Source: an optimization exercise on an open RTL-to-GDS flow (aim: small area and a short achievable clock period). Production flows keep margins and buffers that such runs may drop. Function was checked by simulation only, so behaviour that the tests miss may differ from the original.

## delta
## ROTATING_VECTORING
module ROTATING_VECTORING(clk, xi, yi, xf, yf);
  input clk;
  input [15:0] xi, yi;
  output [15:0] xf, yf;
  reg [7:0] E;
  wire ad1_m = ~(1'b1);
  wire ad1_p0 = xi[0] ^ (yi[0] ^ ad1_m);
  wire ad1_p1 = xi[1] ^ (yi[1] ^ ad1_m);
  wire ad1_p2 = xi[2] ^ (yi[2] ^ ad1_m);
  wire ad1_p3 = xi[3] ^ (yi[3] ^ ad1_m);
  wire ad1_p4 = xi[4] ^ (yi[4] ^ ad1_m);
  wire ad1_p5 = xi[5] ^ (yi[5] ^ ad1_m);
  wire ad1_p6 = xi[6] ^ (yi[6] ^ ad1_m);
  wire ad1_p7 = xi[7] ^ (yi[7] ^ ad1_m);
  wire ad1_p8 = xi[8] ^ (yi[8] ^ ad1_m);
  wire ad1_p9 = xi[9] ^ (yi[9] ^ ad1_m);
  wire ad1_p10 = xi[10] ^ (yi[10] ^ ad1_m);
  wire ad1_p11 = xi[11] ^ (yi[11] ^ ad1_m);
  wire ad1_p12 = xi[12] ^ (yi[12] ^ ad1_m);
  wire ad1_p13 = xi[13] ^ (yi[13] ^ ad1_m);
  wire ad1_p14 = xi[14] ^ (yi[14] ^ ad1_m);
  wire ad1_p15 = xi[15] ^ (yi[15] ^ ad1_m);
  wire ad1_g0_0 = (xi[0] & (yi[0] ^ ad1_m)) | (ad1_p0 & (1'b0 ^ ad1_m));
  wire ad1_g1_0 = xi[1] & (yi[1] ^ ad1_m);
  wire ad1_g2_0 = xi[2] & (yi[2] ^ ad1_m);
  wire ad1_g3_0 = xi[3] & (yi[3] ^ ad1_m);
  wire ad1_g4_0 = xi[4] & (yi[4] ^ ad1_m);
  wire ad1_g5_0 = xi[5] & (yi[5] ^ ad1_m);
  wire ad1_g6_0 = xi[6] & (yi[6] ^ ad1_m);
  wire ad1_g7_0 = xi[7] & (yi[7] ^ ad1_m);
  ...
For scale: about 480 flip-flops, about 0.030 mm2 of cells after synthesis.
export LEC_CHECK = 0
export ABC_AREA = 1
export CAP_MARGIN = 20
export CORE_MARGIN = 2
export CORE_UTILIZATION = 40
export CTS_BUF_LIST = sky130_fd_sc_hd__clkbuf_8 sky130_fd_sc_hd__clkbuf_16
export CTS_CLUSTER_DIAMETER = 100
export CTS_CLUSTER_SIZE = 24
export PLACE_DENSITY = 0.75
export SETUP_SLACK_MARGIN = 5
export SLEW_MARGIN = 20
create_clock -name core_clock -period 8.0 [get_ports {clk}]
run.sh (not shown) runs the stock make flow with config.mk's settings and CLKGATE_MAP_FILE= SYNTH_SCRIPT=/design/flow/synth_recipe.tcl, a recipe that flattens the netlist after the stock synthesis.
The inputs of onyx differ from those of delta as listed below.
# delta
export LEC_CHECK = 0
export ABC_AREA = 1
export CAP_MARGIN = 20
export CORE_MARGIN = 2
export CORE_UTILIZATION = 40
export CTS_BUF_LIST = sky130_fd_sc_hd__clkbuf_8 sky130_fd_sc_hd__clkbuf_16
export CTS_CLUSTER_DIAMETER = 100
export CTS_CLUSTER_SIZE = 24
export PLACE_DENSITY = 0.75
export SETUP_SLACK_MARGIN = 5
export SLEW_MARGIN = 20
create_clock -name core_clock -period 8.0 [get_ports {clk}]
# onyx
export LEC_CHECK = 0
export ABC_AREA = 1
export CAP_MARGIN = 20
export CORE_MARGIN = 2
export CORE_UTILIZATION = 40
export CTS_CLUSTER_SIZE = 24
export PLACE_DENSITY = 0.75
export SETUP_SLACK_MARGIN = 5
export SLEW_MARGIN = 20
create_clock -name core_clock -period 8.0 [get_ports {clk}]
==> summary.txt <==
onyx finished end to end and its layout was clean on timing, DRC and antenna.
The cell count in onyx sits 1.3% above the value recorded for delta.
Relative area of clock buffers and inverters in the final design, delta and onyx: smaller value in delta
Max post-layout net count across delta and onyx: onyx
Delta (onyx minus delta): proportion of cell area occupied by multi-input gates went down by 1.6 points; first-pass GRT wire length rose 1.3%.
[inputs] tundra vs onyx
# onyx
export LEC_CHECK = 0
export ABC_AREA = 1
export CAP_MARGIN = 20
export CORE_MARGIN = 2
export CORE_UTILIZATION = 40
export CTS_CLUSTER_SIZE = 24
export PLACE_DENSITY = 0.75
export SETUP_SLACK_MARGIN = 5
export SLEW_MARGIN = 20
create_clock -name core_clock -period 8.0 [get_ports {clk}]
# tundra
export LEC_CHECK = 0
export ABC_AREA = 1
export CAP_MARGIN = 20
export CORE_MARGIN = 2
export CORE_UTILIZATION = 40
export CTS_CLUSTER_DIAMETER = 100
export CTS_CLUSTER_SIZE = 24
export PLACE_DENSITY = 0.75
export SETUP_SLACK_MARGIN = 5
export SLEW_MARGIN = 20
create_clock -name core_clock -period 8.0 [get_ports {clk}]
### Flow results
- Going from onyx to tundra, count of fill cells added during filler insertion grew slightly.
- Between tundra and onyx, it is tundra whose wire length of the first global-routing pass is lower, by about 1.3%.
- Non-clock buffer count, onyx and tundra: smaller value in tundra
- [tundra vs onyx] worst max-slew margin expressed relative to the limit: lower in tundra
- The proportion of cell area occupied by registers number comes out lower for onyx vs tundra.
## Diff of input files: amber against tundra
# tundra
export LEC_CHECK = 0
export ABC_AREA = 1
export CAP_MARGIN = 20
export CORE_MARGIN = 2
export CORE_UTILIZATION = 40
export CTS_CLUSTER_DIAMETER = 100
export CTS_CLUSTER_SIZE = 24
export PLACE_DENSITY = 0.75
export SETUP_SLACK_MARGIN = 5
export SLEW_MARGIN = 20
create_clock -name core_clock -period 8.0 [get_ports {clk}]
# amber
export LEC_CHECK = 0
export ABC_AREA = 1
export CAP_MARGIN = 20
export CORE_MARGIN = 2
export CORE_UTILIZATION = 40
export SETUP_SLACK_MARGIN = 5
export SLEW_MARGIN = 20
create_clock -name core_clock -period 8.0 [get_ports {clk}]
==> flow/flow/run.sh (new file) <==
#!/bin/bash
# The standard layout, with timing repair aimed at a 2.7 ns clock (setup margin 5.3 ns
# on the design's 8 ns clock); constraints and clock period are the design's.
set -euo pipefail
bash standard.sh SETUP_SLACK_MARGIN=5.3 finish > standard.log 2>&1
==> flow/standard.sh (new file) <==
#!/bin/bash
# synth_recipe.tcl (not shown) runs the flow's synth.tcl, then flattens the netlist and writes it again
# the make line also repeats each setting of config.mk as NAME=value (left out here)
make -C /OpenROAD-flow-scripts/flow DESIGN_CONFIG=/design/flow/config.mk WORK_HOME=/design/flow/orfs CLKGATE_MAP_FILE= SYNTH_SCRIPT=/design/flow/synth_recipe.tcl "${@:-finish}"
removed: flow/run.sh
Notes after the runs:
- vx5[1] as the critical path launch point was reported by amber, and rx5[3] by tundra.
- The run showing the smaller critical path depth is amber.
- tundra → amber: number of flip-flops and latches in the synthesized netlist level; DRC violation total after the first TritonRoute iteration moved up; post-DP HPWL moved up; post-layout instance area moved up.


Setup of v11:
Starting RTL as in the previous note.
clock: 8.0 ns
lec_check: 0
abc_area: 1
cap_margin: 20
core_margin: 2
core_utilization: 40
place_density: 0.75
setup_slack_margin: 5
slew_margin: 20
Stock flow here: none of the scripts above is used.
[inputs] v31 vs v11
-- flow/config.mk --
<<< v11, line 11
export CORE_UTILIZATION = 40
export PLACE_DENSITY = 0.75
>>> v31, line 11
export CORE_UTILIZATION = 40
export CTS_CLUSTER_DIAMETER = 100
export CTS_CLUSTER_SIZE = 24
export PLACE_DENSITY = 0.75
<<< v11, line 14
export SLEW_MARGIN = 20
>>> v31, line 16
export SLEW_MARGIN = 20
export TNS_END_PERCENT = 50
## What came out
- On via count, v11 loses to v31.
- Of v11 and v31, the higher maximum achievable frequency belongs to v11.
- v31: post-route minimum period 48 ps above v11
- v11 → v31: sum of routed wire length over all layers saw a decrease, non-clock buffer contribution to total cell area saw little to no change.
Changes in v47 relative to v31:
-- flow/config.mk --
<<< v31, line 11
export CORE_UTILIZATION = 40
export CTS_CLUSTER_DIAMETER = 100
export CTS_CLUSTER_SIZE = 24
export PLACE_DENSITY = 0.75
>>> v47, line 11
export CORE_UTILIZATION = 40
export CTS_BUF_LIST = sky130_fd_sc_hd__clkbuf_8
export CTS_CLUSTER_SIZE = 30
export PLACE_DENSITY = 0.75
<<< v31, line 16
export SLEW_MARGIN = 20
export TNS_END_PERCENT = 50
>>> v47, line 16
export SLEW_MARGIN = 20
### Flow results
- [compare] base=v31 new=v47: area taken by flip-flops and latches closely matched the old numbers; clock-buffer cell count went up about 320%.
- Number of antenna repair diodes in v47 is 1 above v31.
- For xor and xnor fraction of the mapped netlist area, v47 and v31 come out practically identical.
- Post-CTS setup buffer count: v47 vs v31 down 7
- v47 vs. v31: clock period minus final worst setup slack has decreased, cell area has increased.
- NOTE detailed-routed wire length on met2 v31->v47 increased by a few percent
- Sort v31 and v47 by later-pin clock latency in the skew report asc -> top: v31
- Of v31 and v47, the run reporting the higher routability congestion estimate from global placement was v31.
> inputs changed (v47 -> v50)
-- flow/config.mk --
<<< v47, line 11
export CORE_UTILIZATION = 40
export CTS_BUF_LIST = sky130_fd_sc_hd__clkbuf_8
export CTS_CLUSTER_SIZE = 30
export PLACE_DENSITY = 0.75
export SETUP_SLACK_MARGIN = 5
>>> v50, line 11
export CORE_UTILIZATION = 40
export SETUP_SLACK_MARGIN = 5
Notes after the runs:
- Diff v47..v50 | die area | unchanged
- Of the two candidates, v47 has the better final standard cell area without fillers and v50 the worse one.
- From v47 to v50 the numbers moved as follows: number of vias after detailed routing went down 885, total of clock buffers placed in the layout down 39, non-clock buffer count higher, worst slew margin relative to its limit +2.4 points, detailed-route wire length lower.
- On post-detailed-placement half-perimeter wirelength: between v47 and v50, it ends up higher for v50.
- As of v50, final instance count without filler cells had fallen slightly compared to v47.
Relative to v50, the following input files were edited for v48:
-- flow/config.mk --
<<< v50, line 10
export CORE_MARGIN = 2
export CORE_UTILIZATION = 40
export SETUP_SLACK_MARGIN = 5
>>> v48, line 10
export CORE_MARGIN = 2
export CORE_UTILIZATION = 50
export CTS_CLUSTER_DIAMETER = 100
export CTS_CLUSTER_SIZE = 24
export PLACE_DENSITY = 0.75
export SETUP_SLACK_MARGIN = 5
### Flow results
- On non-clock buffer count, the lower figure sits with v48, not v50.
- v48 vs. v50: number of well taps fell 196; relative area change from synthesis to final layout fell 4.5 points.
Input-level comparison between v32 and v48:
-- flow/config.mk --
<<< v48, line 10
export CORE_MARGIN = 2
export CORE_UTILIZATION = 50
export CTS_CLUSTER_DIAMETER = 100
export CTS_CLUSTER_SIZE = 24
export PLACE_DENSITY = 0.75
>>> v32, line 10
export CORE_MARGIN = 2
export CORE_UTILIZATION = 40
export CTS_CLUSTER_DIAMETER = 120
export CTS_CLUSTER_SIZE = 20
export PLACE_DENSITY = 0.75
### Flow results
- Relative to v48, the overall via count from detail_route of v32 is higher by about 0.9%.
- v32 vs v48: routed length on met2 up by a few percent
- Fmax: v32 above v48
- Diff v32 and v48: global-route usage higher in v48
- Insertion delay of the later-clocked pin in the worst-skew pair: v32 higher than v48
- Summary of v32 over v48: relative area change from synthesis to final layout picked up an extra 0.46 points; die height went up.
- Compared with v48, v32 shows a lower number of signal-net buffers in the layout.
- When v32 is set beside v48, its post-route clock period utilization turns out to be 0.65 points smaller.


run 1:
Starting RTL as in the previous note.
make LEC_CHECK=0 ABC_AREA=1 CAP_MARGIN=20 CORE_MARGIN=2 CORE_UTILIZATION=40 CTS_CLUSTER_DIAMETER=80 CTS_CLUSTER_SIZE=30 PLACE_DENSITY=0.75 SETUP_SLACK_MARGIN=5 SLEW_MARGIN=20 finish   # period 8.0 ns
Here is what was changed in the inputs of run 2 compared with run 1.
Settings: changing CTS_CLUSTER_SIZE from 30 to 24; setting GPL_ROUTABILITY_DRIVEN to 0 for the first time; changing CTS_CLUSTER_DIAMETER from 80 to 100.
### Flow results
In the flow results for run 2 and run 1, the fraction of area in multi-input gates is smaller on run 1.
Of run 2 and run 1, the higher post-layout minimum cycle time belongs to run 2.
Run 2 vs run 1, total number of vias went down by about 1.1%.
On global-route met3 utilization, run 2 and run 1 are neck and neck.
Relative to run 1, area fraction of clock buffers and clock inverters has gone down in run 2.
Diff run 1 -> run 2: wire length lost 5.0%.

-- separate check: timing with driven ports --
How much do the figures lean on ideal ports? The routed layouts below were timed once more, with nothing changed but the port constraints. Step 1 sets driving cells, clkbuf_16 on the clock port and buf_2 on the other inputs (assumed; they add their load-dependent delay and slew). Step 2 adds t to the input delays and takes it off the output delays; t is the mean of the earliest and latest rising clock arrival at the registers after step 1. Input paths then give back, and output paths get back, about the clock's delay inside the block. Slacks: ideal ports / drivers / drivers and shift; pairs: ideal ports / drivers.
| run | shift t [ns] | setup slack, ns | cell pins on the clock port's net |
|---|---|---|---|
| delta | 0.653 | 5.036 / 5.036 / 4.453 | 1 |
| onyx | 0.672 | 5.025 / 5.025 / 4.444 | 1 |
| tundra | 0.653 | 5.036 / 5.036 / 4.453 | 1 |
| amber | 0.650 | 5.192 / 5.192 / 4.728 | 1 |
| v11 | 0.672 | 5.025 / 5.025 / 4.444 | 1 |
| v31 | 0.627 | 4.978 / 4.922 / 4.423 | 1 |
| v47 | 0.724 | 5.027 / 5.027 / 4.366 | 1 |
| v50 | 0.654 | 5.010 / 5.010 / 4.432 | 1 |
| v48 | 0.625 | 5.007 / 5.007 / 4.447 | 1 |
| v32 | 0.655 | 5.059 / 5.065 / 4.441 | 1 |
| run 1 | 0.667 | 5.037 / 5.040 / 4.407 | 1 |
| run 2 | 0.630 | 4.993 / 5.026 / 4.396 | 1 |
After both steps every run listed still meets setup and hold. For v47, which loses most, drivers alone change the setup slack by 0.000 ns; drivers and shift together by -0.661 ns.
